Source: an optimization exercise on an open RTL-to-GDS flow (aim: small area and a short achievable clock period). Production flows keep margins and buffers that such runs may drop. RTL that was checked went through simulation tests only; none was proved equivalent to the original. No functional check of the RTL was part of runs 6 and 7. Power is estimated from default activity; no workload was simulated.

==> design/flow/design.v <==
`timescale 1ns / 1ps
module Main(
    input clk,
    input [7:0] instruction,
    input reset,
    output [7:0] ReadAddress,
    output [6:0] seg_ten,
    output [6:0] seg_one,
    output led
    );
  wire [1:0] op = instruction[7:6];
  wire [1:0] rs = instruction[5:4];
  wire [1:0] rt = instruction[3:2];
  wire [1:0] x  = instruction[1:0];
  wire [7:0] imm = {{7{x[1]}}, x[0]};
  wire is_add  = (op == 2'b00);
  wire is_lw   = (op == 2'b01);
  wire is_sw   = (op == 2'b10);
  wire is_jump = (op == 2'b11);
  wire [3:0] rsd = {rs == 2'd3, rs == 2'd2, rs == 2'd1, rs == 2'd0};
  wire [3:0] rtd = {rt == 2'd3, rt == 2'd2, rt == 2'd1, rt == 2'd0};
  wire [3:0] rsd_alu = rsd & {4{~is_lw}};
  wire b_en = is_add | is_jump;
  wire [3:0] xd  = {x == 2'd3, x == 2'd2, x == 2'd1, x == 2'd0};
  wire [3:0] xd_lw = xd & {4{is_lw}};
  wire [3:0] xd_sw = xd & {4{is_sw}};
  reg [7:0] R0, R1, R2, R3;
  wire [7:0] A, B, B2, BI, HA;
  wire [3:0] LA;
  genvar b, i, g;
  generate
    for (b = 0; b < 8; b = b + 1) begin : rdport
      cpu_ao4 ua (.s(rsd_alu), .d({R3[b], R2[b], R1[b], R0[b]}), .y(A[b]));
      cpu_ao4 ub (.s(rtd), .d({R3[b], R2[b], R1[b], R0[b]}), .y(B[b]));
      cpu_ao4 ub2 (.s(rtd), .d({R3[b], R2[b], R1[b], R0[b]}), .y(B2[b]));
      cpu_a21o ubi (.a1(B2[b]), .a2(b_en), .b1(is_sw & imm[b]), .x(BI[b]));
      cpu_ao4 uh (.s(rsd), .d({R3[4:2] == b, R2[4:2] == b, R1[4:2] == b, R0[4:2] == b}), .y(HA[b]));
    end
    for (b = 0; b < 4; b = b + 1) begin : rdlo
      cpu_ao4 ul (.s(rsd), .d({R3[1:0] == b, R2[1:0] == b, R1[1:0] == b, R0[1:0] == b}), .y(LA[b]));
    end
  endgenerate
  wire [7:0] sum;
  cpu_add8 u_add (.a(A), .b(BI), .s(sum));
  wire [3:0] lo_rd [0:3];
  wire [3:0] lo_wr;
  generate
    for (b = 0; b < 4; b = b + 1) begin : lsel
      for (g = 0; g < 4; g = g + 1) begin : cp
        cpu_ao4 ur (.s(xd_lw), .d({LA[(b + 1) % 4], LA[(b + 2) % 4], LA[(b + 3) % 4], LA[b]}), .y(lo_rd[g][b]));
      end
      cpu_ao4 uw (.s(xd_sw), .d({LA[(b + 1) % 4], LA[(b + 2) % 4], LA[(b + 3) % 4], LA[b]}), .y(lo_wr[b]));
    end
  endgenerate
  wire c2, c2_a, c2_b;
  cpu_aoi22 u_c2a (.a1(x == 2'd3), .a2(LA[1]), .b1(x[1]), .b2(LA[2]), .y(c2_a));
  cpu_nand2 u_c2b (.a(x != 2'd0), .b(LA[3]), .y(c2_b));
  cpu_nand2 u_c2 (.a(c2_a), .b(c2_b), .y(c2));
  wire [7:0] hc0 = x[1] ? {HA[0], HA[7:1]} : HA;
  wire [7:0] hc1 = x[1] ? HA : {HA[6:0], HA[7]};
  wire [7:0] hi;
  generate
    for (b = 0; b < 8; b = b + 1) begin : hsel
      cpu_mux2 u (.s(c2), .a(hc0[b]), .b(hc1[b]), .y(hi[b]));
    end
  endgenerate
  reg [7:0] M [0:31];
  wire [7:0] alu_nlw = sum;
  wire [7:0] W, Wr;
  generate
    for (b = 0; b < 8; b = b + 1) begin : rdmem
      wire [7:0] grp;
      for (g = 0; g < 8; g = g + 1) begin : gr
        cpu_ao4 u (.s(lo_rd[b / 2]), .d({M[4*g+3][b], M[4*g+2][b], M[4*g+1][b], M[4*g][b]}), .y(grp[g]));
      end
      wire [3:0] t;
      cpu_aoi22 u0 (.a1(hi[0]), .a2(grp[0]), .b1(hi[1]), .b2(grp[1]), .y(t[0]));
      cpu_aoi22 u1 (.a1(hi[2]), .a2(grp[2]), .b1(hi[3]), .b2(grp[3]), .y(t[1]));
      cpu_aoi22 u2 (.a1(hi[4]), .a2(grp[4]), .b1(hi[5]), .b2(grp[5]), .y(t[2]));
      cpu_aoi221 u3 (.a1(hi[6]), .a2(grp[6]), .b1(hi[7]), .b2(grp[7]), .c(alu_nlw[b]), .y(t[3]));
      cpu_nand4 us (.a(t[0]), .b(t[1]), .c(t[2]), .d(t[3]), .y(W[b]));
      cpu_nand4r ur (.a(t[0]), .b(t[1]), .c(t[2]), .d(t[3]), .y(Wr[b]));
    end
  endgenerate
  wire [3:0] rwe;
  assign rwe[0] = (is_add & (x == 2'd0)) | (is_lw & (rt == 2'd0));
  assign rwe[1] = (is_add & (x == 2'd1)) | (is_lw & (rt == 2'd1));
  assign rwe[2] = (is_add & (x == 2'd2)) | (is_lw & (rt == 2'd2));
  assign rwe[3] = (is_add & (x == 2'd3)) | (is_lw & (rt == 2'd3));
  always @(posedge clk or posedge reset) begin
    if (reset) begin
      R0 <= 8'd0; R1 <= 8'd0; R2 <= 8'd0; R3 <= 8'd0;
    end else begin
      if (rwe[0]) R0 <= Wr;
      if (rwe[1]) R1 <= Wr;
      if (rwe[2]) R2 <= Wr;
      if (rwe[3]) R3 <= Wr;
    end
  end
  generate
    for (i = 0; i < 32; i = i + 1) begin : mw
      always @(posedge clk or posedge reset)
        if (reset) M[i] <= (i <= 16) ? (i % 16) : (272 - i);
        else if (hi[i / 4] & lo_wr[i % 4]) M[i] <= B;
    end
  endgenerate
  reg [7:0] PC;
  always @(posedge clk or posedge reset) begin
    if (reset) PC <= 8'd0;
    else PC <= PC + 8'd1 + (is_jump ? imm : 8'd0);
  end
  assign ReadAddress = PC;
  assign led = reset;
  cpu_seg7 u_ten (.v(W[7:4]), .seg(seg_ten));
  cpu_seg7 u_one (.v(W[3:0]), .seg(seg_one));
endmodule
module cpu_ao4(input [3:0] s, input [3:0] d, output y);
  assign y = |(s & d);
endmodule
module cpu_ao4p1(input [3:0] s, input [3:0] d, input e, output y);
  wire t0, t1;
  cpu_aoi22 u0 (.a1(s[0]), .a2(d[0]), .b1(s[1]), .b2(d[1]), .y(t0));
  cpu_aoi221 u1 (.a1(s[2]), .a2(d[2]), .b1(s[3]), .b2(d[3]), .c(e), .y(t1));
  cpu_nand2 u2 (.a(t0), .b(t1), .y(y));
endmodule
module cpu_add8(input [7:0] a, input [7:0] b, output [7:0] s);
  assign s = a + b;
endmodule
module cpu_a21o(input a1, input a2, input b1, output x);
  assign x = (a1 & a2) | b1;
endmodule
module cpu_aoi221(input a1, input a2, input b1, input b2, input c, output y);
  assign y = ~((a1 & a2) | (b1 & b2) | c);
endmodule
module cpu_nand4(input a, input b, input c, input d, output y);
  assign y = ~(a & b & c & d);
endmodule
module cpu_nand4r(input a, input b, input c, input d, output y);
  assign y = ~(a & b & c & d);
endmodule
module cpu_aoi22(input a1, input a2, input b1, input b2, output y);
  assign y = ~((a1 & a2) | (b1 & b2));
endmodule
module cpu_nand2(input a, input b, output y);
  assign y = ~(a & b);
endmodule
module cpu_mux2(input s, input a, input b, output y);
  assign y = s ? b : a;
endmodule
module cpu_seg7(input [3:0] v, output reg [6:0] seg);
  always @* begin
    case (v)
      4'h0: seg = 7'b0111111;
      4'h1: seg = 7'b0000110;
      4'h2: seg = 7'b1011011;
      4'h3: seg = 7'b1001111;
      4'h4: seg = 7'b1100110;
      4'h5: seg = 7'b1101101;
      4'h6: seg = 7'b1111101;
      4'h7: seg = 7'b0000111;
      4'h8: seg = 7'b1111111;
      4'h9: seg = 7'b1101111;
      4'hA: seg = 7'b1110111;
      4'hB: seg = 7'b1011110;
      4'hC: seg = 7'b0111001;
      4'hD: seg = 7'b1001110;
      4'hE: seg = 7'b1111001;
      default: seg = 7'b1110001;
    endcase
  end
endmodule
==> design/flow/run.sh <==
#!/bin/bash
# synth_recipe.tcl (not shown) runs the flow's synth.tcl, then flattens the netlist and writes it again
# the make line also repeats each setting of config.mk as NAME=value (left out here)
make -C /OpenROAD-flow-scripts/flow DESIGN_CONFIG=/design/flow/config.mk WORK_HOME=/design/flow/orfs CLKGATE_MAP_FILE= SYNTH_SCRIPT=/design/flow/synth_recipe.tcl finish
==> design/flow/config.mk <==
export PLATFORM = sky130hd
export DESIGN_NAME = Main
export DESIGN_NICKNAME = Main
export VERILOG_FILES = /design/flow/design.v
export SDC_FILE = /design/flow/constraint.sdc
export NUM_CORES = 4
export LEC_CHECK = 0
export CAP_MARGIN = 0
export CORE_MARGIN = 2
export CORE_UTILIZATION = 55
export CTS_BUF_LIST = sky130_fd_sc_hd__clkbuf_8
export CTS_CLUSTER_DIAMETER = 100
export CTS_CLUSTER_SIZE = 12
export SETUP_SLACK_MARGIN = 2.3
export SLEW_MARGIN = 0
export SYNTH_HIERARCHICAL = 1
export TNS_END_PERCENT = 0
==> design/flow/constraint.sdc <==
create_clock -name core_clock -period 9.0 [get_ports {clk}]
set_input_delay 1.8000 -clock core_clock [delete_from_list [all_inputs] [get_ports {clk}]]
set_output_delay 1.8000 -clock core_clock [all_outputs]
set_load 0.01 [all_outputs]
==> results of run 1 <==
==> sequential cells by signal, indices dropped and copies added (netlist names) <==
name,flops
M,256
PC,8
R0,8
R1,8
R2,8
R3,8
==> per-layer routing <==
| metal | global-route usage (%) | up-vias | part of all wire, % |
|---|---|---|---|
| met5 | 0 | - | 0 |
| met1 | 43.8 | 6049 | 44 |
| met2 | 46.3 | 423 | 45 |
| met3 | 5.42 | 106 | 7.2 |
| li1 | - | 5347 | - |
| met4 | 9.70 | 0 | 3.7 |
==> Yosys cell counts, types with 6 or more instances <==
library cell  instances  share of area (%)
nand4_1              16               0.63
and2_1               12               0.47
and3_1                6               0.24
xnor2_1              10               0.55
nor3b_1              16               0.76
a221oi_2              8               0.76
ha_1                 27                2.1
a21o_1                9               0.43
nor2b_1              15               0.59
and3b_1               8               0.44
a21oi_1              16               0.50
dfrtp_1             172                 27
nor2_1               23               0.54
a22oi_1             240                 11
inv_1                19               0.45
clkbuf_1             34               0.80
mux2_2              288                 20
buf_6                 7               0.50
mux2_4               16                1.5
dfstp_2             124                 21
nand2_1             177                4.2
a22oi_2              27                2.1
nor3_1                7               0.22
==> area by class of cell <==
| type | instances | area share, % |
|---|---|---|
| inverters | 21 | 0.556 |
| well taps | 384 | 2.60 |
| flip-flops and latches | 296 | 41.0 |
| clock buffers | 28 | 2.09 |
| repair buffers | 132 | 6.07 |
| clock inverters | 24 | 0.522 |
| multi-input cells | 984 | 47.2 |
==> per-stage QoR <==
step / hold slack, ps / utilization (%) / setup slack, ps
after floorplan: 480 / - / 2180
after global placement: 466 / 58.7 / 584
after detailed placement: 493 / 58.7 / 539
after CTS: 512 / 63.5 / 2290
after global routing: 523 / 64.6 / 2160
final: 511 / 64.6 / 2300
==> per-module statistics from Yosys (local to each module, per instance), excerpt <==
module	cell area (um2)	cells inside
Main	12100	792
cpu_add8	310	41
cpu_seg7	273	38
cpu_ao4	18.8	3
cpu_aoi221	15.0	1
cpu_nand4	6.26	1
cpu_nand2	3.75	1
==> worst max path at each step <==
stage | start | to | slack, ps
2_1_floorplan | instruction[7] | seg_ten[1] | 2180
3_3_place_gp | instruction[5] | seg_one[1] | 580
3_5_place_dp | instruction[5] | seg_one[1] | 540
4_1_cts | instruction[6] | seg_one[0] | 2290
5_1_grt | instruction[7] | seg_ten[4] | 2160
6_report | instruction[4] | seg_ten[3] | 2300
==> power by group through the flow <==
| stage | clock, W | combinational, W | sequential, W |
|---|---|---|---|
| after CTS | 0.000770 | 0.00247 | 0.00232 |
| after floorplan | 0 | 0.00158 | 0.00222 |
| after detailed placement | 0 | 0.00226 | 0.00235 |
| after global placement | 0 | 0.00223 | 0.00233 |
| final | 0.000748 | 0.00258 | 0.00233 |
| after global routing | 0.000817 | 0.00277 | 0.00241 |
==> cell families after synthesis <==
kind of cell | share of synthesized area [%]
AO/OA/AOI/OAI | 16.6
multiplexers | 22.1
AND/OR/NAND/NOR | 8.94
flip-flops | 47.6
buffers and inverters | 1.91
adder cells (fa/ha/maj) | 2.25
XOR/XNOR | 0.606
==> repair_timing <==
action | in CTS | in global routing
gates resized for setup | 200 | 49
gates cloned | 8 | 2
buffers inserted | 42 | 19
endpoints found under the setup margin | 14 | 14
pin swaps | 43 | 42
==> results.txt, run 1 <==
number of routed nets with antenna violations 0; fillers 2306; row count 62; final hold violations 0; DR iter-0 viols 1045; vias per inst 6.38; Syn Nets 1374; post-synth cell types 52; Sw Ratio 39.8%; fin nets 1501; Worst-Margin Slew 1220 ps; R2R Path Start R0[1]; Hold Crit Class flop to flop; Clock Tree Buf Depth 3; Mean Syn Cell Area 11.9 um2; TritonCTS clock tree yes; Die ar. 30300 um2; R2R cell count 12; CP required 7200 ps; Sequential Area 7560 um2; Final period util 74.5%; fin crit period 6700 ps; Post-synth EDFFs 0; endpoints failing setup 0; Max Cap Violations 0; ys flop type dfrtp_1; Die X 174 um; Slowest cell on crit path mux2_4; Worst path most repeated cell buf_4; flop2flop setup slack 5530 ps; Leak 8.36 nW; Clock power frac 13.2%; most frequent cells in the layout mux2_2 (290), a22oi_1 (214), dfrtp_1 (172); slew margin rel. 18.2%; status complete, no violations; most common cell after layout, fill and taps aside mux2_2; Hold Path Depth 1; Clock Skew 51.0 ps; GRT Overall Usage 30.2%; Reg power frac 41.2%; flops & latches, synth 296; Avg WL per Cell 24.6 um; sequential area share after synthesis 47.6%; FF-to-FF End R1[6]; Final Wtd Congestion 0.885; Finished Layout Cells 1869; ANT cells 0; DRC viols 0; clock latency on the worst-skew pair 620 ps; Reg clk slew, reported paths 80 ps; RSZ-0062 raised after global routing yes; Cells after DPL 1746; initial antenna violation count 0; CP max FO 8; FFs w/ async S/R, synth 100%; cell area after layout 18500 um2; Congestion Overflow GR 0; fraction of layout cells with a size suffix above 1 49.2%; largest net degree at the start of global routing 79; Power Total 0.00566 W; worst-path cell chain buf_4 -> nor2b_4 -> a22oi_2 -> buf_4 -> nand2_4 -> a22oi_2 -> nand2_1 -> buf_6 -> mux2_4 -> buf_4 -> a221oi_2 -> buf_4 -> nand4_1 -> buf_6 -> inv_6 -> ha_4 -> o21ai_2 -> a21oi_1 -> buf_2; vias in the first global route 11.5k; CP Buf/Inv Count 8; critical path depth 19; placed cell area 16800 um2; setup TNS 0 ps; drt total wl 46.0 mm; CP top delay family buffers and inverters; Die Span Y 174 um; Pre-antenna DRT Iters 6; Layout area overhead 16.2%; Clock Sinks 296; number of CTS-inserted buffers 28; WHS Endpoint M[24][1]; Cells after Synth 1336; crit path DAT 4900 ps; Core ar. 28500 um2; fin. max-slew vios 0; PwrDens 307 nW/um2; I/O Buffers 32; clk root buf clkbuf_8; Starting Density 55.6%; first-pass GRT wire length 70.4 mm; Logic pwr share 45.6%; beginning of the worst hold path M[24][1]; maximum VDD drop 172 uV; Fmax 149 MHz; Psw 0.00225 W; Synth Warn # 10; htree depth 1; synthesized area 15900 um2; area of the multi-input gates 8710 um2; Vias 11.9k; CP startpoint kind input pin; CTS Hold Buffers Added 0; cell-internal power 0.00341 W; HPWL after DPL 29.7 mm; I/O pins 33; CP Class input pin to output pin; Worst path max stage delay 360 ps; Setup crit end kind output pin
==> run 2: changes to the inputs <==
--- a/design/flow/config.mk
+++ b/design/flow/config.mk
@@ -6,12 +6,12 @@
 export NUM_CORES = 4
 export LEC_CHECK = 0
-export CAP_MARGIN = 0
+export CAP_MARGIN = 5
 export CORE_MARGIN = 2
-export CORE_UTILIZATION = 55
+export CORE_UTILIZATION = 60
 export CTS_BUF_LIST = sky130_fd_sc_hd__clkbuf_8
 export CTS_CLUSTER_DIAMETER = 100
 export CTS_CLUSTER_SIZE = 12
 export SETUP_SLACK_MARGIN = 2.3
-export SLEW_MARGIN = 0
+export SLEW_MARGIN = 5
 export SYNTH_HIERARCHICAL = 1
 export TNS_END_PERCENT = 0
==> results.txt, run 2 <==
flop2flop setup slack 5280 ps; Synth area leader dfrtp_1; vias in the first global route 12.1k; Worst-Margin Slew 1210 ps; fin nets 1514; slew margin rel. 18.8%; critical path depth 18; most common cell after layout, fill and taps aside mux2_2; CP endpoint seg_ten[3]; worst hold slack 474 ps; sequential area share after synthesis 47.6%; Setup crit end kind output pin; Core ar. 26100 um2; Slowest cell on crit path bufbuf_16; Cells after Synth 1336; Die ar. 27800 um2; HPWL after DPL 28.5 mm; crit path DAT 4980 ps; CP top delay family compound AO/OA/AOI/OAI gates; placed cell area 16600 um2; Fmax 148 MHz; final hold violations 0; synthesized area 15900 um2; Clock Skew 46.4 ps; Die Span Y 167 um; TritonCTS clock tree yes; worst-path cell chain buf_4 -> and2_4 -> a22oi_2 -> nand2_2 -> bufbuf_16 -> a22oi_1 -> nand2_4 -> buf_12 -> a22oi_1 -> nand2_1 -> a22oi_2 -> nand4_1 -> buf_6 -> inv_4 -> ha_4 -> o21ai_2 -> a21oi_1 -> buf_2; R2R Path Start R2[0]; register with the most flip-flops M; Post-synth EDFFs 0; CP Buf/Inv Count 6; drt total wl 45.8 mm; Layout area overhead 17.6%; fin. max-slew vios 0; FF-to-FF End R0[6]; number of CTS-inserted buffers 28; Max Cap Violations 0; CP max FO 10; clock latency on the worst-skew pair 610 ps; htree depth 1; CP startpoint kind input pin; number of routed nets with antenna violations 0; CP required 7200 ps; most frequent cells in the layout mux2_2 (288), a22oi_1 (201), dfrtp_1 (172); Worst path max stage delay 310 ps; CP Class input pin to output pin; I/O pins 33; post-synth cell types 52; row count 59; RSZ-0062 raised after global routing yes; flops & latches, synth 296; Syn Nets 1374; Clock Sinks 296; Hold Crit Class flop to flop; ANT cells 0; fin crit period 6780 ps; Pre-antenna DRT Iters 6; Clock Tree Buf Depth 3; Sequential Area 7560 um2; max FFs per register 256; setup TNS 0 ps; area of the multi-input gates 8740 um2; ys flop type dfrtp_1; Synth Warn # 10; Mean Syn Cell Area 11.9 um2; GRT Overall Usage 32.1%; vias per inst 6.58; area share of the largest cell type after synthesis 27.1%; cell area after layout 18700 um2; Die X 167 um; top-count cell post-synth mux2_2; Congestion Overflow GR 0; FFs w/ async S/R, synth 100%; origin of the worst setup path instruction[5]; Leak 8.47 nW; Starting Density 61.0%; initial antenna violation count 0; clk root buf clkbuf_8; DRC viols 0; Reg clk slew, reported paths 80 ps; synth top area cells dfrtp_1 (27%), dfstp_2 (21%), mux2_2 (20%); status complete, no violations; Vias 12.1k; Final Wtd Congestion 0.897; fraction of layout cells with a size suffix above 1 51.3%; fillers 1839; PwrDens 312 nW/um2; I/O Buffers 32; Final period util 75.3%; top cells by count, synth mux2_2 (288), a22oi_1 (240), nand2_1 (177); DR iter-0 viols 1321; Avg WL per Cell 25.0 um; first-pass GRT wire length 70.3 mm; R2R cell count 13; endpoints failing setup 0; largest net degree at the start of global routing 182; maximum VDD drop 256 uV
## run 2: cell counts after synthesis
Identical to the previous run, type by type.
## run 2: cells by family after synthesis
group / after synthesis / share of synthesized area, %
AO/OA/AOI/OAI: 330 / 16.6
buffers and inverters: 65 / 1.91
multiplexers: 307 / 22.1
AND/OR/NAND/NOR: 299 / 8.94
adder cells (fa/ha/maj): 28 / 2.25
flip-flops: 296 / 47.6
XOR/XNOR: 11 / 0.606
## run 2: modules after synthesis, one instance, submodules excluded, excerpt
module	cells inside	copies in the design	cell area, um2	flops+latches
Main	792	1	12100	296
cpu_seg7	38	2	273	0
cpu_nand4r	1	8	6.26	0
cpu_add8	41	1	310	0
cpu_a21o	1	8	7.51	0
cpu_nand4	1	8	6.26	0
cpu_ao4	3	120	18.8	0
cpu_nand2	1	2	3.75	0
cpu_aoi221	1	8	15.0	0
cpu_aoi22	1	25	12.5	0
## run 2: cell type report
| cell class | count | share of cell area, % |
|---|---|---|
| clock buffer | 28 | 2.06 |
| clock inverter | 24 | 0.649 |
| inverter | 21 | 0.536 |
| multi-input combinational | 979 | 46.8 |
| sequential | 296 | 40.5 |
| tap | 335 | 2.24 |
| timing repair buffer | 150 | 7.26 |
## run 2: worst reg2reg max path: stages, from the launching register on
cell       delay, ps
dfrtp_1          480
nor2b_1          180
a22oi_2          200
nand2_2          150
bufbuf_16        310
a22oi_1          210
nand2_2           80
buf_4            190
buf_4            150
a22oi_1          180
nand2_1          170
a221oi_4         360
nand4_1          450
mux2_2           440
## run 2: how the worst min path moves through the flow
| stage | slack (ps) | to | start | cells past startpoint |
|---|---|---|---|---|
| after global routing | 500 | PC[7] | PC[7] | 1 |
| after detailed placement | 470 | PC[7] | PC[7] | 1 |
| final | 470 | PC[7] | PC[7] | 1 |
| after CTS | 480 | PC[7] | PC[7] | 1 |
| after global placement | 460 | PC[7] | PC[7] | 1 |
| after floorplan | 480 | M[0][0] | M[0][0] | 1 |
## run 2: per-stage QoR
step	worst slack (ps)	utilization, %	cells	total power (W)
after floorplan	2180	-	1336	0.00381
after global placement	764	63.8	1688	0.00452
after detailed placement	620	63.8	1688	0.00459
after CTS	2300	69.9	1807	0.00563
after global routing	2140	71.7	1833	0.00615
final	2220	71.7	1833	0.00584
## run 2: where the power goes
group / internal [W] / total, W / switching, W
clock network: 0.000320 / 0.000774 / 0.000454
registers: 0.00196 / 0.00234 / 0.000388
logic: 0.00126 / 0.00272 / 0.00146
## run 2: repair_timing
action,4_1_cts,5_1_grt
pin swaps,57,49
endpoints found under the setup margin,14,14
hold buffers,0,0
hold endpoints to repair,0,0
cloned,7,3
gates resized for setup,215,63
setup buffers,60,23
## run 2: metal layers
metal | wire length, um | vias to the layer above | share of wire (%) | GRT usage, %
met1 | 20000 | 6192 | 44 | 44.6
met4 | 2030 | 0 | 4.4 | 13.2
met3 | 2710 | 98 | 5.9 | 5.13
met2 | 21100 | 426 | 46 | 50.6
li1 | - | 5353 | - | -
met5 | 0 | - | 0 | 0
==> run 3: changes to the inputs <==
--- a/design/flow/config.mk
+++ b/design/flow/config.mk
@@ -8,5 +8,5 @@
 export CAP_MARGIN = 5
 export CORE_MARGIN = 2
-export CORE_UTILIZATION = 60
+export CORE_UTILIZATION = 50
 export CTS_BUF_LIST = sky130_fd_sc_hd__clkbuf_8
 export CTS_CLUSTER_DIAMETER = 100
==> results.txt, run 3 <==
CP startpoint kind input pin; RSZ-0062 raised after global routing yes; Layout area overhead 20.0%; CP max FO 8; fin nets 1571; final hold violations 0; ANT cells 0; htree depth 1; CP Class input pin to output pin; number of CTS-inserted buffers 28; Core ar. 31400 um2; area share of the largest cell type after synthesis 27.1%; Die ar. 33200 um2; vias per inst 6.28; Fmax 146 MHz; initial antenna violation count 0; Synth Warn # 10; Reg clk slew, reported paths 80 ps; fillers 2542; DR iter-0 viols 930; slew margin rel. 34.8%; worst-path cell chain buf_4 -> nor2b_4 -> a22oi_2 -> nand2_2 -> buf_4 -> buf_4 -> a22oi_2 -> nand2_4 -> buf_4 -> a22oi_1 -> nand2_1 -> a221oi_2 -> nand4_1 -> buf_4 -> inv_2 -> ha_2 -> nand2_1 -> a21oi_2 -> a21oi_2 -> buf_2; DRC viols 0; Worst-Margin Slew 978 ps; Slowest cell on crit path a221oi_2; GRT Overall Usage 28.5%; Congestion Overflow GR 0; Synth area leader dfrtp_1; FFs w/ async S/R, synth 100%; fin. max-slew vios 0; most frequent cells in the layout mux2_2 (288), a22oi_1 (196), dfrtp_1 (172); Worst Slack Setup Final 2160 ps; largest net degree at the start of global routing 171; fin crit period 6840 ps; drt total wl 47.9 mm; TritonCTS clock tree yes; HPWL after DPL 30.2 mm; synth top area cells dfrtp_1 (27%), dfstp_2 (21%), mux2_2 (20%); status complete, no violations; Leak 8.72 nW; number of routed nets with antenna violations 0; first-pass GRT wire length 73.2 mm; maximum VDD drop 154 uV; I/O Buffers 32; Clock Sinks 296; setup TNS 0 ps; CTS Hold Buffers Added 0; register with the most flip-flops M; sequential area share after synthesis 47.6%; Mean Syn Cell Area 11.9 um2; top cells by count, synth mux2_2 (288), a22oi_1 (240), nand2_1 (177); cell area after layout 19100 um2; Starting Density 50.6%; Worst path most repeated cell buf_4; PwrDens 314 nW/um2; vias in the first global route 12.1k; Setup crit end kind output pin; Cells after Synth 1336; Pre-antenna DRT Iters 5; max FFs per register 256; flops & latches, synth 296; Die Span Y 182 um; Die X 182 um; placed cell area 16800 um2; Setup WS pre-CTS 488 ps; Worst path max stage delay 330 ps; synthesized area 15900 um2; fraction of layout cells with a size suffix above 1 53.4%; Final Wtd Congestion 0.892; top-count cell post-synth mux2_2; clock latency on the worst-skew pair 630 ps; Max Cap Violations 0; Vias 12.3k; I/O pins 33; Post-synth EDFFs 0; endpoints failing setup 0; Syn Nets 1374; Avg WL per Cell 24.5 um; ys flop type dfrtp_1; CP required 7200 ps; row count 65; post-synth cell types 52; Clock Tree Buf Depth 3; Final period util 76.0%; Hold Crit Class flop to flop; crit path DAT 5040 ps; Clock Skew 32.9 ps; clk root buf clkbuf_8; most common cell after layout, fill and taps aside mux2_2
[run 3: cell families after synthesis]
kind of cell | count (synthesis) | synth area share [%]
AO/OA/AOI/OAI | 330 | 16.6
flip-flops | 296 | 47.6
multiplexers | 307 | 22.1
adder cells (fa/ha/maj) | 28 | 2.25
AND/OR/NAND/NOR | 299 | 8.94
buffers and inverters | 65 | 1.91
XOR/XNOR | 11 | 0.606
[run 3: final timing paths]
kind,endpoint,startpoint,cells past startpoint,slack [ps]
max in group asynchronous,M[10][6],reset,4,5800
worst min register to register,PC[7],PC[7],1,470
worst max-delay path,seg_ten[0],instruction[5],20,2160
min in group asynchronous,M[6][3],reset,3,1770
worst max register to register,R2[6],R0[0],22,4490
worst min-delay path,PC[7],PC[7],1,470
[run 3: power by group]
part | internal (W) | switching (W)
Sequential | 0.00196 | 0.000392
Clock | 0.000294 | 0.000474
Combinational | 0.00138 | 0.00149
[run 3: area by class of cell]
cell class              instances  area (um2)  area share [%]
well taps                     402         503            2.64
clock buffers                  28         385            2.02
multi-input cells             980        8730            45.8
flip-flops and latches        296        7560            39.7
inverters                      21        87.6           0.459
clock inverters                24         104           0.545
repair buffers                206        1700            8.91
[run 3: modules after synthesis (local to each module, per instance), excerpt]
module | copies in the design | cells inside
cpu_add8 | 1 | 41
cpu_ao4 | 120 | 3
cpu_aoi221 | 8 | 1
cpu_aoi22 | 25 | 1
cpu_a21o | 8 | 1
cpu_nand4 | 8 | 1
cpu_nand2 | 2 | 1
[run 3: through the flow]
step / std cells / util, % / total power (W) / hold WS, ps
after global routing: 1957 / 60.7 / 0.00633 / 517
after global placement: 1760 / 53.4 / 0.00456 / 467
final: 1957 / 60.7 / 0.00599 / 472
after CTS: 1935 / 59.7 / 0.00582 / 479
after detailed placement: 1760 / 53.4 / 0.00461 / 466
after floorplan: 1336 / - / 0.00381 / 480
[run 3: worst max-delay path, delay by kind of cell]
family          cells  cell delay [ps]
compound gates      6             1110
buf+inv             7             1080
fa+ha+maj           1              220
simple gates        6              790
[run 3: timing repair]
item | 4_1_cts | 5_1_grt
setup endpoints to repair | 14 | 14
resized for setup | 220 | 43
cloned | 6 | 2
pin swaps | 68 | 39
setup buffers | 117 | 20
[run 3: routing by layer]
metal  global-route usage (%)  up-vias  routed length [um]
met1                     40.9     6242               21400
li1                         -     5459                   -
met3                     4.17      116                3130
met4                     10.8        0                2100
met2                     44.0      474               21200
met5                        0        -                   0
==> run 4: changes to the inputs <==
--- a/design/flow/config.mk
+++ b/design/flow/config.mk
@@ -8,5 +8,5 @@
 export CAP_MARGIN = 5
 export CORE_MARGIN = 2
-export CORE_UTILIZATION = 50
+export CORE_UTILIZATION = 55
 export CTS_BUF_LIST = sky130_fd_sc_hd__clkbuf_8
 export CTS_CLUSTER_DIAMETER = 100
==> results.txt, run 4 <==
status complete, no violations; Leak 8.36 nW; fin crit period 6700 ps; GRT Overall Usage 30.2%; FFs w/ async S/R, synth 100%; Post-synth EDFFs 0; first-pass GRT wire length 70.4 mm; ANT cells 0; I/O Buffers 32; Starting Density 55.6%; Clock Skew 51.0 ps; CP required 7200 ps; Die Span Y 174 um; number of routed nets with antenna violations 0; drt total wl 46.0 mm; DRC viols 0; DR iter-0 viols 1045; Avg WL per Cell 24.6 um; FF-to-FF End R1[6]; final hold violations 0; Final Wtd Congestion 0.885; TritonCTS clock tree yes; Core ar. 28500 um2; vias in the first global route 11.5k; register with the most flip-flops M; flops & latches, synth 296; R2R Path Start R0[1]; R2R cell count 12; initial antenna violation count 0; top cells by count, synth mux2_2 (288), a22oi_1 (240), nand2_1 (177); htree depth 1; Congestion Overflow GR 0; Syn Nets 1374; Clock Sinks 296; RSZ-0062 raised after global routing yes; fin nets 1501; I/O pins 33; Worst Slack Setup Final 2300 ps; most frequent cells in the layout mux2_2 (290), a22oi_1 (214), dfrtp_1 (172); number of CTS-inserted buffers 28; Layout area overhead 16.2%; CTS Hold Buffers Added 0; Pre-antenna DRT Iters 6; setup TNS 0 ps; Die ar. 30300 um2; fin. max-slew vios 0; Cells after Synth 1336; Final period util 74.5%; row count 62; largest net degree at the start of global routing 79; Setup crit end kind output pin; CP max FO 8; fraction of layout cells with a size suffix above 1 49.2%; Die X 174 um; PwrDens 307 nW/um2; flop2flop setup slack 5530 ps; area share of the largest cell type after synthesis 27.1%; synth top area cells dfrtp_1 (27%), dfstp_2 (21%), mux2_2 (20%); CP Class input pin to output pin; CP startpoint kind input pin; crit path DAT 4900 ps; worst hold slack 511 ps; HPWL after DPL 29.7 mm; Mean Syn Cell Area 11.9 um2; WHS Endpoint M[24][1]; Synth Warn # 10; sequential area share after synthesis 47.6%; Setup WS pre-CTS 539 ps; Vias 11.9k; Synth area leader dfrtp_1; Max Cap Violations 0; Reg clk slew, reported paths 80 ps; synthesized area 15900 um2; post-synth cell types 52; beginning of the worst hold path M[24][1]; vias per inst 6.38; endpoints failing setup 0; clock latency on the worst-skew pair 620 ps; Hold Crit Class flop to flop; Fmax 149 MHz; slew margin rel. 18.2%; clk root buf clkbuf_8; Power Total 0.00566 W; Hold Path Depth 1; ys flop type dfrtp_1; most common cell after layout, fill and taps aside mux2_2; max FFs per register 256; Clock Tree Buf Depth 3; top-count cell post-synth mux2_2; Worst-Margin Slew 1220 ps; maximum VDD drop 172 uV
==> run 4: through the flow <==
step	cells	util [%]	area [um2]
2_1_floorplan	1336	-	15900
3_3_place_gp	1746	58.7	16800
3_5_place_dp	1746	58.7	16800
4_1_cts	1848	63.5	18100
5_1_grt	1869	64.6	18500
6_report	1869	64.6	18500
==> run 4: how the worst max path moves through the flow <==
stage	startpoint	to	slack (ps)	cells past startpoint
5_1_grt	instruction[7]	seg_ten[4]	2160	20
3_5_place_dp	instruction[5]	seg_one[1]	540	14
6_report	instruction[4]	seg_ten[3]	2300	19
3_3_place_gp	instruction[5]	seg_one[1]	580	14
4_1_cts	instruction[6]	seg_one[0]	2290	19
2_1_floorplan	instruction[7]	seg_ten[1]	2180	17
==> run 4: final cells by class <==
type,count,area (um2)
Timing Repair Buffer,132,1120
Fill cell,2306,10100
Clock buffer,28,385
Sequential cell,296,7560
Multi-Input combinational cell,984,8710
Tap cell,384,480
Clock inverter,24,96.3
Inverter,21,103
==> run 4: cell families (layout without fill, tap and decap cells) <==
logic type	count (synthesis)	after routing	share of synthesized area [%]
AND/OR/NAND/NOR	299	306	8.94
XOR/XNOR	11	11	0.606
AO/OA/AOI/OAI	330	330	16.6
multiplexers	307	309	22.1
flip-flops	296	296	47.6
adder cells (fa/ha/maj)	28	28	2.25
buffers and inverters	65	205	1.91
==> run 4: timing repair <==
action / in CTS / in global routing
pin swaps: 43 / 42
setup buffers: 42 / 19
resized for setup: 200 / 49
endpoints found under the hold margin: 0 / 0
endpoints found under the setup margin: 14 / 14
cloned: 8 / 2
==> run 4: power by group <==
part / internal [W] / switching, W / total, W
logic: 0.00116 / 0.00142 / 0.00258
registers: 0.00196 / 0.000379 / 0.00233
clock network: 0.000292 / 0.000457 / 0.000748
total: 0.00341 / 0.00225 / 0.00566
==> run 4: worst max-delay path, cell delays in order <==
cell      delay (ps)
buf_4            160
nor2b_4          160
a22oi_2          270
buf_4            180
nand2_4           90
a22oi_2          130
nand2_1          110
buf_6            150
mux2_4           360
buf_4            150
a221oi_2         260
buf_4            170
nand4_1          100
buf_6            170
inv_6             90
ha_4             210
o21ai_2          120
a21oi_1           70
buf_2            130
==> run 4: Yosys stat by module (local to each module, per instance), a selection <==
module,cell area [um2],copies in the design,flip-flops and latches,cells inside
cpu_a21o,7.51,8,0,1
cpu_aoi22,12.5,25,0,1
cpu_nand4r,6.26,8,0,1
cpu_nand4,6.26,8,0,1
cpu_nand2,3.75,2,0,1
cpu_mux2,15.0,8,0,1
cpu_seg7,273,2,0,38
cpu_ao4,18.8,120,0,3
cpu_add8,310,1,0,41
==> run 4: per-layer routing <==
layer  up-vias  GRT usage [%]  wire, um
li1       5347              -         -
met1      6049           43.8     20400
met5         -              0         0
met4         0           9.70      1700
met2       423           46.3     20500
met3       106           5.42      3290
==> run 5: changes to the inputs <==
==> design/flow/flow/run.sh (new file) <==
#!/bin/bash
set -uo pipefail
export CTS_ARGS="-sink_clustering_enable -repair_clock_nets -sink_clustering_size 12 -sink_clustering_max_diameter 100 -buf_list sky130_fd_sc_hd__clkbuf_8 -dont_use_dummy_load"
export BUFFER_PORTS_ARGS="-buffer_cell sky130_fd_sc_hd__buf_2"
bash standard.sh finish > standard.log 2>&1
==> design/flow/standard.sh (new file) <==
#!/bin/bash
# synth_recipe.tcl (not shown) runs the flow's synth.tcl, then flattens the netlist and writes it again
# the make line also repeats each setting of config.mk as NAME=value (left out here)
make -C /OpenROAD-flow-scripts/flow DESIGN_CONFIG=/design/flow/config.mk WORK_HOME=/design/flow/orfs CLKGATE_MAP_FILE= SYNTH_SCRIPT=/design/flow/synth_recipe.tcl "${@:-finish}"
--- a/design/flow/config.mk
+++ b/design/flow/config.mk
@@ -6,5 +6,5 @@
 export NUM_CORES = 4
 export LEC_CHECK = 0
-export CAP_MARGIN = 5
+export CAP_MARGIN = 20
 export CORE_MARGIN = 2
 export CORE_UTILIZATION = 55
@@ -13,5 +13,5 @@
 export CTS_CLUSTER_SIZE = 12
 export SETUP_SLACK_MARGIN = 2.3
-export SLEW_MARGIN = 5
+export SLEW_MARGIN = 20
 export SYNTH_HIERARCHICAL = 1
 export TNS_END_PERCENT = 0
removed: design/flow/run.sh
==> results.txt, run 5 <==
GRT Overall Usage 31.1%; Cells after Synth 1336; FFs w/ async S/R, synth 100%; synthesized area 15900 um2; I/O Buffers 32; Reg clk slew, reported paths 90 ps; largest net degree at the start of global routing 170; met3 WL 2.66 mm; top cells by count, synth mux2_2 (288), a22oi_1 (240), nand2_1 (177); final hold violations 0; Core ar. 28500 um2; HPWL after DPL 29.3 mm; Final period util 75.2%; Fmax 148 MHz; Clock Skew 120 ps; Synth area leader dfrtp_1; most frequent cells in the layout mux2_2 (288), a22oi_1 (207), dfrtp_1 (172); fillers 2242; Synth Warn # 10; Power Total 0.00574 W; Layout area overhead 16.6%; R2R Path Start R0[1]; ys flop type dfrtp_1; highest routed metal layer met4; slew margin rel. 34.9%; Post-synth EDFFs 0; drt total wl 47.0 mm; CP required 7200 ps; cell area after layout 18500 um2; fraction of layout cells with a size suffix above 1 52.5%; number of routed nets with antenna violations 0; area share of the largest cell type after synthesis 27.1%; Congestion Overflow GR 0; Vias 12.0k; Mean Syn Cell Area 11.9 um2; CP max FO 13; placed cell area 16500 um2; Die ar. 30300 um2; final core area utilization 64.9%; beginning of the worst hold path PC[7]; status complete, no violations; flop2flop setup slack 5540 ps; initial antenna violation count 0; first-pass GRT wire length 72.4 mm; wire length on met2 21.7 mm; clk root buf clkbuf_8; Pre-antenna DRT Iters 6; RSZ-0062 raised after global routing yes; DR iter-0 viols 1149; ANT cells 0; register with the most flip-flops M; Leak 8.28 nW; I/O pins 33; max FFs per register 256; worst-path cell chain buf_4 -> nor2b_4 -> a22oi_2 -> buf_4 -> nand2_4 -> a22oi_1 -> nand2_2 -> buf_4 -> a22oi_1 -> nand2_2 -> a221oi_4 -> nand4_1 -> buf_6 -> nand2b_1 -> a21oi_1 -> a21oi_2 -> buf_2; fin. max-slew vios 0; Clock Tree Buf Depth 3; Worst-Margin Slew 977 ps; maximum VDD drop 142 uV; fin crit period 6770 ps; Worst path max stage delay 360 ps; Clock Sinks 296; met1 wire length 21.2 mm; row count 62; endpoints failing setup 0; Setup crit end kind output pin; CP startpoint kind input pin; Starting Density 55.6%; Slowest cell on crit path a221oi_4; origin of the worst setup path instruction[4]; Avg WL per Cell 25.5 um; synth top area cells dfrtp_1 (27%), dfstp_2 (21%), mux2_2 (20%); htree depth 1; Cells after DPL 1734; PwrDens 310 nW/um2; Die Span Y 174 um; setup TNS 0 ps; Worst path most repeated cell buf_4; Syn Nets 1374; Die X 174 um; fin nets 1501; CP Class input pin to output pin; number of CTS-inserted buffers 28; top-count cell post-synth mux2_2; vias in the first global route 11.6k; crit path DAT 4970 ps; clock latency on the worst-skew pair 640 ps; Max Cap Violations 0; Final Wtd Congestion 0.855; Finished Layout Cells 1845; sequential area share after synthesis 47.6%; DRC viols 0; Hold Crit Class flop to flop; flops & latches, synth 296; post-synth cell types 52; TritonCTS clock tree yes; vias per inst 6.48; most common cell after layout, fill and taps aside mux2_2
==> run 5: cell counts after synthesis <==
Identical to the previous run, type by type.
==> run 5: worst paths after layout <==
path | depth (start not counted) | endpoint
setup / recovery | 17 | seg_one[0]
hold / removal | 1 | PC[7]
setup reg to reg | 11 | R1[2]
hold reg to reg | 1 | PC[7]
max in group asynchronous | 4 | M[16][4]
min in group asynchronous | 2 | M[24][1]
==> run 5: power by group <==
| group | leakage [nW] | switching, W | internal [W] |
|---|---|---|---|
| Sequential | 3.58 | 0.000376 | 0.00196 |
| Clock | 0.201 | 0.000435 | 0.000276 |
| Combinational | 4.50 | 0.00147 | 0.00122 |
| Total | 8.28 | 0.00228 | 0.00345 |
==> run 5: final cells by class <==
type | instances | area, um2 | share of cell area, %
Multi-Input combinational cell | 980 | 8860 | 47.8
Sequential cell | 296 | 7560 | 40.8
Tap cell | 384 | 480 | 2.59
Inverter | 21 | 103 | 0.554
Timing Repair Buffer | 136 | 1140 | 6.16
Clock buffer | 28 | 385 | 2.08
==> run 5: metrics by stage <==
step / hold WS, ps / setup WS, ps
final: 476 / 2230
after global routing: 509 / 2040
after CTS: 484 / 2290
after detailed placement: 467 / 1030
after global placement: 458 / 1030
after floorplan: 480 / 2180
==> run 5: critical path, delay by kind of cell <==
kind,cells,cell delay [ps]
buffers and inverters,5,940
AND/OR/NAND/NOR,6,950
AO/OA/AOI/OAI,6,1240
==> run 5: per-layer routing <==
metal	global-route usage [%]	up-vias
li1	-	5317
met1	45.2	6168
met2	48.8	392
met3	4.68	84
met4	8.47	0
met5	0	-
==> run 5: timing repair <==
item | 4_1_cts | 5_1_grt
hold buffers | 0 | 0
setup endpoints to repair | 14 | 14
resized for setup | 128 | 83
hold endpoints to repair | 0 | 0
buffers inserted | 59 | 18
cloned | 5 | 1
pin swaps | 51 | 51
==> run 5: modules after synthesis, one instance, submodules excluded <==
| module | copies in the design | cells inside | cell area [um2] |
|---|---|---|---|
| Main | 1 | 792 | 12100 |
| cpu_add8 | 1 | 41 | 310 |
| cpu_seg7 | 2 | 38 | 273 |
| cpu_ao4 | 120 | 3 | 18.8 |
| cpu_aoi221 | 8 | 1 | 15.0 |
| cpu_mux2 | 8 | 1 | 15.0 |
| cpu_aoi22 | 25 | 1 | 12.5 |
| cpu_a21o | 8 | 1 | 7.51 |
| cpu_nand4 | 8 | 1 | 6.26 |
| cpu_nand4r | 8 | 1 | 6.26 |
| cpu_nand2 | 2 | 1 | 3.75 |
==> run 5: cell families after synthesis <==
kind of cell             count (synthesis)  share of synthesized area [%]
adder cells (fa/ha/maj)                 28                           2.25
flip-flops                             296                           47.6
multiplexers                           307                           22.1
XOR/XNOR                                11                          0.606
AND/OR/NAND/NOR                        299                           8.94
buffers and inverters                   65                           1.91
AO/OA/AOI/OAI                          330                           16.6
==> run 6: changes to the inputs <==
--- a/design/flow/design.v
+++ b/design/flow/design.v
@@ -33,10 +33,10 @@
       cpu_ao4 ua (.s(rsd_alu), .d({R3[b], R2[b], R1[b], R0[b]}), .y(A[b]));
       cpu_ao4 ub (.s(rtd), .d({R3[b], R2[b], R1[b], R0[b]}), .y(B[b]));
-      cpu_ao4 ub2 (.s(rtd), .d({R3[b], R2[b], R1[b], R0[b]}), .y(B2[b]));
+      cpu_mux4 ub2 (.s(rt), .d({R3[b], R2[b], R1[b], R0[b]}), .y(B2[b]));
       cpu_a21o ubi (.a1(B2[b]), .a2(b_en), .b1(is_sw & imm[b]), .x(BI[b]));
-      cpu_ao4 uh (.s(rsd), .d({R3[4:2] == b, R2[4:2] == b, R1[4:2] == b, R0[4:2] == b}), .y(HA[b]));
+      cpu_mux4 uh (.s(rs), .d({R3[4:2] == b, R2[4:2] == b, R1[4:2] == b, R0[4:2] == b}), .y(HA[b]));
     end
     for (b = 0; b < 4; b = b + 1) begin : rdlo
-      cpu_ao4 ul (.s(rsd), .d({R3[1:0] == b, R2[1:0] == b, R1[1:0] == b, R0[1:0] == b}), .y(LA[b]));
+      cpu_mux4 ul (.s(rs), .d({R3[1:0] == b, R2[1:0] == b, R1[1:0] == b, R0[1:0] == b}), .y(LA[b]));
     end
   endgenerate
@@ -115,4 +115,7 @@
   cpu_seg7 u_one (.v(W[3:0]), .seg(seg_one));
 endmodule
+module cpu_mux4(input [1:0] s, input [3:0] d, output y);
+  assign y = d[s];
+endmodule
 module cpu_ao4(input [3:0] s, input [3:0] d, output y);
   assign y = |(s & d);
==> design/flow/run.sh (new file) <==
#!/bin/bash
# synth_recipe.tcl (not shown) runs the flow's synth.tcl, then flattens the netlist and writes it again
# the make line also repeats each setting of config.mk as NAME=value (left out here)
make -C /OpenROAD-flow-scripts/flow DESIGN_CONFIG=/design/flow/config.mk WORK_HOME=/design/flow/orfs CLKGATE_MAP_FILE= SYNTH_SCRIPT=/design/flow/synth_recipe.tcl finish
--- a/design/flow/config.mk
+++ b/design/flow/config.mk
@@ -6,5 +6,5 @@
 export NUM_CORES = 4
 export LEC_CHECK = 0
-export CAP_MARGIN = 20
+export CAP_MARGIN = 5
 export CORE_MARGIN = 2
 export CORE_UTILIZATION = 55
@@ -13,5 +13,5 @@
 export CTS_CLUSTER_SIZE = 12
 export SETUP_SLACK_MARGIN = 2.3
-export SLEW_MARGIN = 20
+export SLEW_MARGIN = 5
 export SYNTH_HIERARCHICAL = 1
 export TNS_END_PERCENT = 0
removed: design/flow/flow/run.sh
removed: design/flow/standard.sh
==> results.txt, run 6 <==
initial antenna violation count 0; most frequent cells in the layout mux2_2 (288), a22oi_1 (184), dfrtp_1 (172); number of CTS-inserted buffers 28; max FFs per register 256; Leak 8.28 nW; number of routed nets with antenna violations 0; Die Span Y 174 um; Synth area leader dfrtp_1; GRT Overall Usage 31.1%; top-count cell post-synth mux2_2; HPWL after DPL 29.6 mm; Hold Crit Class flop to flop; largest net degree at the start of global routing 158; DRC viols 0; setup TNS 0 ps; fin crit period 6910 ps; Die X 174 um; vias per inst 6.57; CP max FO 6; CP Class input pin to output pin; Congestion Overflow GR 0; Clock Tree Buf Depth 3; Synth Warn # 10; fin nets 1448; slew margin rel. 19.9%; fraction of layout cells with a size suffix above 1 50.0%; Final period util 76.7%; Clock Sinks 296; Mean Syn Cell Area 12.4 um2; ys flop type dfrtp_1; register with the most flip-flops M; Worst-Margin Slew 1200 ps; Worst Slack Setup Final 2090 ps; synthesized area 15900 um2; maximum VDD drop 175 uV; Clock power frac 13.9%; clk root buf clkbuf_8; TritonCTS clock tree yes; PwrDens 309 nW/um2; vias in the first global route 11.7k; Starting Density 55.6%; top cells by count, synth mux2_2 (288), a22oi_1 (200), dfrtp_1 (172); flops & latches, synth 296; cell-internal power 0.00337 W; Cells after Synth 1284; RSZ-0062 raised after global routing yes; DR iter-0 viols 1277; sequential area share after synthesis 47.6%; Sw Ratio 40.8%; first-pass GRT wire length 72.5 mm; Fmax 145 MHz; I/O Buffers 32; drt total wl 47.2 mm; crit path DAT 5110 ps; Vias 11.9k; post-synth cell types 57; htree depth 1; Reg clk slew, reported paths 90 ps; Post-synth EDFFs 0; fin. max-slew vios 0; most common cell after layout, fill and taps aside mux2_2; clock latency on the worst-skew pair 640 ps; row count 62; I/O pins 33; Setup crit end kind output pin; CP startpoint kind input pin; ANT cells 0; status complete, no violations; Reg power frac 39.2%; Setup WS pre-CTS 559 ps; Die ar. 30300 um2; endpoints failing setup 0; Psw 0.00232 W; final hold violations 0; Layout area overhead 16.0%; Avg WL per Cell 26.0 um; Syn Nets 1322; synth top area cells dfrtp_1 (27%), dfstp_2 (21%), mux2_2 (20%); Max Cap Violations 0; Final Wtd Congestion 0.876; Logic pwr share 46.9%; fillers 2286; area share of the largest cell type after synthesis 27.1%; Core ar. 28500 um2; Pre-antenna DRT Iters 9; CP required 7200 ps; FFs w/ async S/R, synth 100%; Clock Skew 50.9 ps
-- run 6: cell count changes after synthesis, sizes merged, moves of 3 or more --
cell | before | now
mux4 | 0 | 20
a22oi | 267 | 227
a32oi | 3 | 0
or3b | 0 | 3
nand2 | 178 | 158
nor2 | 25 | 18
xor2 | 1 | 7
clkbuf | 34 | 31
xnor2 | 10 | 5
nor2b | 16 | 12
-- run 6: area by class of cell --
| cell class | instances | area [um2] | share of cell area, % |
|---|---|---|---|
| Clock buffer | 28 | 385 | 2.09 |
| Sequential cell | 296 | 7560 | 41.0 |
| Timing Repair Buffer | 127 | 1160 | 6.28 |
| Clock inverter | 23 | 125 | 0.679 |
| Tap cell | 384 | 480 | 2.61 |
| Multi-Input combinational cell | 938 | 8640 | 46.9 |
| Inverter | 19 | 85.1 | 0.462 |
-- run 6: worst paths after layout --
check / start / end / slack [ps] / cells after the start
min in group asynchronous: reset / M[10][2] / 1760 / 3
worst max register to register: R3[1] / R1[6] / 5090 / 9
worst min register to register: PC[7] / PC[7] / 480 / 1
max in group asynchronous: reset / M[24][0] / 5850 / 4
worst min-delay path: PC[7] / PC[7] / 480 / 1
worst max-delay path: instruction[7] / seg_ten[4] / 2090 / 19
-- run 6: per-stage QoR --
step / power (W) / std cells / utilization [%] / hold slack (ps) / cell area [um2]
after floorplan: 0.00373 / 1284 / - / 480 / 15900
after detailed placement: 0.00460 / 1696 / 58.8 / 462 / 16800
after global placement: 0.00455 / 1696 / 58.8 / 453 / 16800
after CTS: 0.00552 / 1787 / 62.8 / 478 / 17900
final: 0.00569 / 1815 / 64.6 / 476 / 18400
after global routing: 0.00602 / 1815 / 64.6 / 501 / 18400
-- run 6: critical path, stage by stage --
cell	delay (ps)
buf_8	110
inv_6	50
ha_4	180
nor3b_4	70
buf_4	160
a22oi_2	180
nand2_2	90
ha_4	170
fa_2	360
a211oi_2	270
nor3_1	100
or3b_4	390
a221oi_4	330
nand4_1	230
buf_6	200
inv_4	70
a211oi_2	50
a21oi_1	130
buf_2	150
-- run 6: what timing repair did --
action	CTS	global route
hold buffers	0	0
setup endpoints to repair	14	14
endpoints found under the hold margin	0	0
buffers inserted	33	25
gates cloned	7	3
pin swaps	35	33
resized for setup	135	64
-- run 6: kinds of logic after synthesis --
family,after synthesis,synth area share [%]
mux,326,24.7
fa+ha+maj,28,2.25
xor+xnor,12,0.662
buf+inv,58,1.62
simple gates,274,8.40
compound gates,290,14.8
flops,296,47.6
-- run 6: modules after synthesis, one instance, submodules excluded --
module | flip-flops and latches | copies in the design | area [um2] | cells
cpu_seg7 | 0 | 2 | 273 | 38
cpu_nand4r | 0 | 8 | 6.26 | 1
cpu_aoi221 | 0 | 8 | 15.0 | 1
cpu_nand4 | 0 | 8 | 6.26 | 1
cpu_aoi22 | 0 | 25 | 12.5 | 1
cpu_a21o | 0 | 8 | 7.51 | 1
cpu_nand2 | 0 | 2 | 3.75 | 1
cpu_add8 | 0 | 1 | 312 | 38
Main | 296 | 1 | 12000 | 783
cpu_mux2 | 0 | 8 | 15.0 | 1
cpu_ao4 | 0 | 100 | 18.8 | 3
cpu_mux4 | 0 | 20 | 22.5 | 1
-- run 6: power groups by stage --
| stage | combinational [W] | clock, W | sequential [W] |
|---|---|---|---|
| after detailed placement | 0.00236 | 0 | 0.00224 |
| after global routing | 0.00286 | 0.000869 | 0.00229 |
| after global placement | 0.00232 | 0 | 0.00223 |
| final | 0.00267 | 0.000790 | 0.00223 |
| after CTS | 0.00249 | 0.000816 | 0.00222 |
| after floorplan | 0.00161 | 0 | 0.00212 |
-- run 6: routing by layer --
layer	track usage, %	routed length (um)	up-vias
met5	0	0	-
met1	44.7	20700	6136
met2	48.1	21200	494
met3	5.64	3470	115
met4	10.3	1930	0
li1	-	-	5176
==> run 7: changes to the inputs <==
--- a/design/flow/design.v
+++ b/design/flow/design.v
@@ -33,10 +33,10 @@
       cpu_ao4 ua (.s(rsd_alu), .d({R3[b], R2[b], R1[b], R0[b]}), .y(A[b]));
       cpu_ao4 ub (.s(rtd), .d({R3[b], R2[b], R1[b], R0[b]}), .y(B[b]));
-      cpu_mux4 ub2 (.s(rt), .d({R3[b], R2[b], R1[b], R0[b]}), .y(B2[b]));
+      cpu_ao4 ub2 (.s(rtd), .d({R3[b], R2[b], R1[b], R0[b]}), .y(B2[b]));
       cpu_a21o ubi (.a1(B2[b]), .a2(b_en), .b1(is_sw & imm[b]), .x(BI[b]));
-      cpu_mux4 uh (.s(rs), .d({R3[4:2] == b, R2[4:2] == b, R1[4:2] == b, R0[4:2] == b}), .y(HA[b]));
+      cpu_ao4 uh (.s(rsd), .d({R3[4:2] == b, R2[4:2] == b, R1[4:2] == b, R0[4:2] == b}), .y(HA[b]));
     end
     for (b = 0; b < 4; b = b + 1) begin : rdlo
-      cpu_mux4 ul (.s(rs), .d({R3[1:0] == b, R2[1:0] == b, R1[1:0] == b, R0[1:0] == b}), .y(LA[b]));
+      cpu_ao4 ul (.s(rsd), .d({R3[1:0] == b, R2[1:0] == b, R1[1:0] == b, R0[1:0] == b}), .y(LA[b]));
     end
   endgenerate
@@ -59,13 +59,14 @@
   wire [7:0] hc0 = x[1] ? {HA[0], HA[7:1]} : HA;
   wire [7:0] hc1 = x[1] ? HA : {HA[6:0], HA[7]};
-  wire [7:0] hi;
+  wire [7:0] hi, hi_wr;
   generate
     for (b = 0; b < 8; b = b + 1) begin : hsel
       cpu_mux2 u (.s(c2), .a(hc0[b]), .b(hc1[b]), .y(hi[b]));
+      cpu_mux2 uw (.s(c2), .a(hc0[b]), .b(hc1[b]), .y(hi_wr[b]));    
     end
   endgenerate
   reg [7:0] M [0:31];
   wire [7:0] alu_nlw = sum;
-  wire [7:0] W, Wr;
+  wire [7:0] W;
   generate
     for (b = 0; b < 8; b = b + 1) begin : rdmem
@@ -80,5 +81,4 @@
       cpu_aoi221 u3 (.a1(hi[6]), .a2(grp[6]), .b1(hi[7]), .b2(grp[7]), .c(alu_nlw[b]), .y(t[3]));
       cpu_nand4 us (.a(t[0]), .b(t[1]), .c(t[2]), .d(t[3]), .y(W[b]));
-      cpu_nand4r ur (.a(t[0]), .b(t[1]), .c(t[2]), .d(t[3]), .y(Wr[b]));
     end
   endgenerate
@@ -92,8 +92,8 @@
       R0 <= 8'd0; R1 <= 8'd0; R2 <= 8'd0; R3 <= 8'd0;
     end else begin
-      if (rwe[0]) R0 <= Wr;
-      if (rwe[1]) R1 <= Wr;
-      if (rwe[2]) R2 <= Wr;
-      if (rwe[3]) R3 <= Wr;
+      if (rwe[0]) R0 <= W;
+      if (rwe[1]) R1 <= W;
+      if (rwe[2]) R2 <= W;
+      if (rwe[3]) R3 <= W;
     end
   end
@@ -102,5 +102,5 @@
       always @(posedge clk or posedge reset)
         if (reset) M[i] <= (i <= 16) ? (i % 16) : (272 - i);
-        else if (hi[i / 4] & lo_wr[i % 4]) M[i] <= B;
+        else if (hi_wr[i / 4] & lo_wr[i % 4]) M[i] <= B;
     end
   endgenerate
@@ -114,7 +114,4 @@
   cpu_seg7 u_ten (.v(W[7:4]), .seg(seg_ten));
   cpu_seg7 u_one (.v(W[3:0]), .seg(seg_one));
-endmodule
-module cpu_mux4(input [1:0] s, input [3:0] d, output y);
-  assign y = d[s];
 endmodule
 module cpu_ao4(input [3:0] s, input [3:0] d, output y);
@@ -137,7 +134,4 @@
 endmodule
 module cpu_nand4(input a, input b, input c, input d, output y);
-  assign y = ~(a & b & c & d);
-endmodule
-module cpu_nand4r(input a, input b, input c, input d, output y);
   assign y = ~(a & b & c & d);
 endmodule
==> results.txt, run 7 <==
beginning of the worst hold path PC[7]; post-synth cell types 52; synthesized area 16000 um2; Clock Tree Buf Depth 3; RSZ-0062 raised after global routing yes; Worst-Margin Slew 1090 ps; flops & latches, synth 296; fillers 2335; number of routed nets with antenna violations 0; Reg clk slew, reported paths 90 ps; vias per inst 6.31; Die Span Y 174 um; FFs w/ async S/R, synth 100%; Hold Path Depth 1; crit path DAT 5020 ps; drt total wl 44.8 mm; most frequent cells in the layout mux2_2 (280), a22oi_1 (230), dfrtp_1 (172); maximum VDD drop 205 uV; clk root buf clkbuf_8; R2R cell count 16; Psw 0.00215 W; vias in the first global route 11.8k; Die ar. 30400 um2; met3 WL 2.38 mm; Final period util 75.8%; Syn Nets 1369; Leak 8.37 nW; cell-internal power 0.00343 W; sequential area share after synthesis 47.4%; CP required 7200 ps; initial antenna violation count 0; fin crit period 6830 ps; most common cell after layout, fill and taps aside mux2_2; Cells after Synth 1331; Clock Sinks 296; Fmax 147 MHz; DR iter-0 viols 747; CP Class input pin to output pin; synth top area cells dfrtp_1 (27%), dfstp_2 (20%), mux2_2 (20%); row count 62; Final Wtd Congestion 0.872; Synth Warn # 10; wire length on met2 20.2 mm; top cells by count, synth mux2_2 (280), a22oi_1 (240), nand2_1 (177); placed cell area 16900 um2; Vias 11.7k; area of the multi-input gates 8450 um2; highest routed metal layer met4; ys flop type dfrtp_1; Power Total 0.00559 W; largest net degree at the start of global routing 104; cell area after layout 18200 um2; I/O pins 33; I/O Buffers 32; fin. max-slew vios 0; final core area utilization 63.6%; register with the most flip-flops M; Starting Density 55.7%; HPWL after DPL 29.3 mm; CP startpoint kind input pin; origin of the worst setup path instruction[4]; R2R Path Start R0[0]; max FFs per register 256; flop2flop setup slack 5440 ps; status complete, no violations; final hold violations 0; Logic pwr share 43.8%; Post-synth EDFFs 0; Congestion Overflow GR 0; top-count cell post-synth mux2_2; Die X 174 um; area share of the largest cell type after synthesis 27.0%; number of CTS-inserted buffers 28; setup TNS 0 ps; ANT cells 0; Max Cap Violations 0; Hold Crit Class flop to flop; Pre-antenna DRT Iters 6; WHS Endpoint PC[7]; Mean Syn Cell Area 12.0 um2; CP max FO 10; GRT Overall Usage 29.8%; Sequential Area 7560 um2; Clock Skew 46.0 ps; first-pass GRT wire length 69.9 mm; endpoints failing setup 0; slew margin rel. 27.1%; Reg power frac 41.9%; fraction of layout cells with a size suffix above 1 47.3%; htree depth 1; Core ar. 28600 um2; Sw Ratio 38.6%; met1 wire length 20.0 mm; fin nets 1485; Setup crit end kind output pin; clock latency on the worst-skew pair 640 ps; TritonCTS clock tree yes; DRC viols 0; Avg WL per Cell 24.2 um; Synth area leader dfrtp_1; worst hold slack 483 ps; Layout area overhead 14.0%; FF-to-FF End R0[6]; PwrDens 307 nW/um2; Clock power frac 14.3%
[run 7: per-module statistics from Yosys (local to each module, per instance)]
module | cells inside | cell area (um2) | times used | flip-flops and latches
Main | 787 | 12100 | 1 | 296
cpu_aoi221 | 1 | 15.0 | 8 | 0
cpu_seg7 | 38 | 273 | 2 | 0
cpu_mux2 | 1 | 15.0 | 16 | 0
cpu_a21o | 1 | 7.51 | 8 | 0
cpu_nand4 | 1 | 6.26 | 8 | 0
cpu_aoi22 | 1 | 12.5 | 25 | 0
cpu_ao4 | 3 | 18.8 | 120 | 0
cpu_add8 | 41 | 310 | 1 | 0
cpu_nand2 | 1 | 3.75 | 2 | 0
[run 7: kinds of logic (layout without fill, tap and decap cells)]
family | after synthesis | in the layout | synth area share, %
AO/OA/AOI/OAI | 331 | 331 | 16.6
multiplexers | 315 | 315 | 23.0
flip-flops | 296 | 296 | 47.4
AND/OR/NAND/NOR | 285 | 286 | 8.27
buffers and inverters | 65 | 202 | 1.87
adder cells (fa/ha/maj) | 28 | 28 | 2.24
XOR/XNOR | 11 | 11 | 0.604
[run 7: metrics by stage]
stage	worst slack (ps)	instances
after floorplan	1930	1331
after global placement	486	1753
after detailed placement	426	1753
after CTS	2190	1846
after global routing	1960	1853
final	2180	1853
[run 7: per-layer routing]
metal  global-route usage [%]  up-vias
li1                         -     5262
met1                     41.6     5930
met2                     46.5      393
met3                     4.40      112
met4                     13.3        0
met5                        0        -
[run 7: how the worst max path moves through the flow]
stage,slack [ps],end
global route,1960,seg_ten[3]
detailed placement,430,seg_ten[3]
CTS,2190,seg_ten[3]
global placement,490,seg_ten[3]
finish,2180,seg_one[0]
floorplan,1930,seg_one[1]
[run 7: critical path: stages]
cell           delay (ps)
buf_4                 150
and2_4                180
a22oi_2               180
nand2_2               110
buf_4                 190
a22oi_1               200
nand2_2               180
buf_6                 180
a22oi_1               210
nand2_1               100
a22oi_2               300
nand4_1               130
buf_4                 180
buf_4                 160
ha_1                  220
nand2_2               100
o21ai_2                60
a21oi_2               120
dlygate4sd2_1         270
[run 7: final cells by class]
class / instances / area share [%]
tap: 384 / 2.64
clock inverter: 24 / 0.708
timing repair buffer: 127 / 5.94
multi-input combinational: 971 / 46.5
inverter: 23 / 0.571
sequential: 296 / 41.6
clock buffer: 28 / 2.12
[run 7: power by group through the flow]
| stage | Clock, W | Sequential (W) | Combinational [W] |
|---|---|---|---|
| 2_1_floorplan | 0 | 0.00223 | 0.00161 |
| 3_3_place_gp | 0 | 0.00234 | 0.00224 |
| 3_5_place_dp | 0 | 0.00235 | 0.00229 |
| 4_1_cts | 0.000824 | 0.00233 | 0.00243 |
| 5_1_grt | 0.000875 | 0.00241 | 0.00266 |
| 6_report | 0.000800 | 0.00234 | 0.00245 |
[run 7: repair_timing]
action | 4_1_cts | 5_1_grt
hold buffers | 0 | 0
setup buffers | 39 | 7
cloned | 2 | 0
resized for setup | 169 | 20
pin swaps | 34 | 14
endpoints found under the hold margin | 0 | 0
endpoints found under the setup margin | 14 | 14

==> port drivers added, routing unchanged <==
Ports are ideal in the flow. The routed layouts listed here were re-timed in OpenROAD. Step 1: set_driving_cell puts a clkbuf_16 on clk and a buf_2 on each other input, an assumption about the parent block. Step 2, shift: input delay + t, output delay - t, t = (earliest + latest rising clock arrival at the registers) / 2. This alone moves slack from input paths to output paths. Slacks: ideal ports / drivers / drivers and shift; pairs: ideal ports / drivers.
run	t (ns)	slack for setup (ns)	pins driven straight from the clock port
run 1	0.640	2.297 / 2.266 / 2.266	1
run 2	0.639	2.222 / 2.192 / 2.192	1
run 3	0.665	2.164 / 2.139 / 2.139	1
run 4	0.640	2.297 / 2.266 / 2.266	1
run 5	0.630	2.232 / 2.200 / 2.200	1
run 6	0.663	2.095 / 2.047 / 2.047	1
run 7	0.671	2.175 / 2.132 / 2.132	1
After both steps every run listed still meets setup and hold. The setup slack of run 6, which loses most, moves by -0.048 ns with the drivers and by -0.048 ns with both steps.
